Source: an optimization exercise on an open RTL-to-GDS flow (aim: small area). Production flows keep margins and buffers that such runs may drop.
RTL that was checked went through simulation tests only; none was proved equivalent to the original.

==> flow/design.v (excerpt) <==
module FanController #(parameter CLOCK_FREQUENCY = 100) (
    input wire clk,
    input wire reset,
    input wire [3:0] microupcode,
    input wire signed [7:0] set_point,
    input wire signed [7:0] sensor1_temp,
    input wire signed [7:0] sensor2_temp,
    output wire [1:0] fan_status,
    output wire cooler_status,
    output wire [7:0] user_output
);
    localparam [3:0] ST_START = 0, ST_S1 = 1, ST_S2 = 2, ST_P3 = 3, ST_P4 = 4, ST_P5 = 5,
        ST_P6 = 6, ST_P7 = 7, ST_P8 = 8, ST_P9 = 11, ST_CHECK = 9, ST_COOL = 10;
    localparam CW = 7;  
    localparam [CW-1:0] FM1 = CLOCK_FREQUENCY - 1;
    reg [3:0] state;
    reg [CW-1:0] ccnt;
    wire ready = ccnt >= CLOCK_FREQUENCY;
    wire take = (state == ST_START) && ready;
    wire op_zero = (microupcode == 4'b0000);
    wire clr = (state == ST_CHECK) && op_zero;
    wire st_s1 = (state == ST_S1), st_s2 = (state == ST_S2);
    wire [CW-1:0] ccnt_inc;
    Inc #(CW) ccnt_adder (.a(ccnt), .s(ccnt_inc));
    wire [CW-1:0] ccnt_wrap;
    AddC #(CW) ccnt_sub (.a(ccnt), .b(~FM1), .cin(1'b1), .s(ccnt_wrap));  
    always @(posedge clk or posedge reset) begin
        if (reset) begin
            state <= ST_START;
            ccnt <= 0;
        end else begin
            ccnt <= take ? ccnt_wrap : ccnt_inc;
            case (state)
                ST_START: state <= ready ? ST_S1 : ST_CHECK;
                ST_S1: state <= ST_S2;
                ST_S2: state <= ST_P3;
  ...
Settings: LEC_CHECK=0, ABC_AREA=1, CAP_MARGIN=20, CORE_MARGIN=2, CORE_UTILIZATION=60, CTS_BUF_LIST=sky130_fd_sc_hd__clkbuf_16, CTS_CLUSTER_DIAMETER=100, CTS_CLUSTER_SIZE=30, PLACE_DENSITY=0.7, SLEW_MARGIN=20; clock period 125.0 ns.
standard.sh (not shown) runs the stock make flow with config.mk's settings and CLKGATE_MAP_FILE= SYNTH_SCRIPT=/design/flow/synth_recipe.tcl, a recipe that flattens the netlist after the stock synthesis.
==> flow/flow/run.sh <==
#!/bin/bash
# Own flow: the standard layout, except that Yosys's technology mapping step runs ABC
# with an area-oriented script (flow/abc_area.script: dc2, dch, amap) in place of ORFS's
# abc_area.script. Everything else, including the registers, is the standard synthesis.
set -euo pipefail
W=$PWD

# Synthesis script: synth_recipe.tcl sourcing a copy of ORFS's synth.tcl whose abc call uses
# our ABC script
sed 's|^  log_cmd abc {\*}\$abc_args$|  set abc_args [lreplace $abc_args 1 1 '"$W"'/flow/abc_area.script]\n  log_cmd abc {*}$abc_args|' \
    "$FLOW_HOME/scripts/synth.tcl" > "$W/abc_synth.tcl"
grep -q 'flow/abc_area.script' "$W/abc_synth.tcl"
sed 's|^source \$::env(SCRIPTS_DIR)/synth.tcl$|source '"$W"'/abc_synth.tcl|' "$W/synth_recipe.tcl" > "$W/own_synth.tcl"
grep -q 'abc_synth.tcl' "$W/own_synth.tcl"
sed "s|SYNTH_SCRIPT=[^ ]*|SYNTH_SCRIPT=$W/own_synth.tcl|" "$W/standard.sh" > "$W/own_standard.sh"
grep -q 'own_synth.tcl' "$W/own_standard.sh"

bash "$W/own_standard.sh" synth > "$W/synth.log" 2>&1
bash "$W/standard.sh" > "$W/layout.log" 2>&1
test -f "$W/out/final.def"
==> flow/flow/abc_area.script <==
strash
dc2
dch -f
amap -F 20 -A 20
topo
dnsize -c
Change:
--- a/flow/design.v
+++ b/flow/design.v
@@ -7,13 +7,13 @@
     input wire signed [7:0] sensor2_temp,
     output wire [1:0] fan_status,
     output wire cooler_status,
     output wire [7:0] user_output
 );
     localparam [3:0] ST_START = 0, ST_S1 = 1, ST_S2 = 2, ST_P3 = 3, ST_P4 = 4, ST_P5 = 5,
-        ST_P6 = 6, ST_P7 = 7, ST_P8 = 8, ST_P9 = 11, ST_CHECK = 9, ST_COOL = 10;
+        ST_P6 = 6, ST_P7 = 7, ST_P8 = 8, ST_P9 = 9, ST_CHECK = 10, ST_COOL = 11;
     localparam CW = 7;  
     localparam [CW-1:0] FM1 = CLOCK_FREQUENCY - 1;
     reg [3:0] state;
     reg [CW-1:0] ccnt;
     wire ready = ccnt >= CLOCK_FREQUENCY;
     wire take = (state == ST_START) && ready;
The changed run completed without violations; wire length rose by 2.9%; worst setup slack improves by 0.35 ns; die area stays flat; fmax rose by 0.61%; area after synthesis hardly moves; global-route usage rose by 0.92 points; non-clock buffer count rose by 1; clock-buffer cell count fell by 1.
Only the layout flow was run in the first run of this note; the RTL was not checked for function there.

[separate check: timing with driven ports]
The flow's constraints put no driver on any port. The routed layouts listed below were extracted and timed again, unchanged, in two steps.
Step 1, drivers: a clkbuf_16 drives clk and a buf_2 each remaining input, both assumed.
Step 2, shift: input delay + t, output delay - t, t = (earliest + latest rising clock arrival at the registers) / 2. This alone moves slack from input paths to output paths.
Slacks: ideal / step 1 / step 2; pairs: ideal / step 1.
| run | shift t [ns] | setup WS [ns] | pins driven straight from the clock port |
|---|---|---|---|
| the first run | 0.659 | 67.524 / 67.496 / 67.496 | 1 |
| the second run | 0.649 | 67.875 / 67.850 / 67.850 | 1 |
After both steps setup and hold are still met in every run listed. For the first run, which loses most, drivers alone change the setup slack by -0.028 ns; drivers and shift together by -0.028 ns.
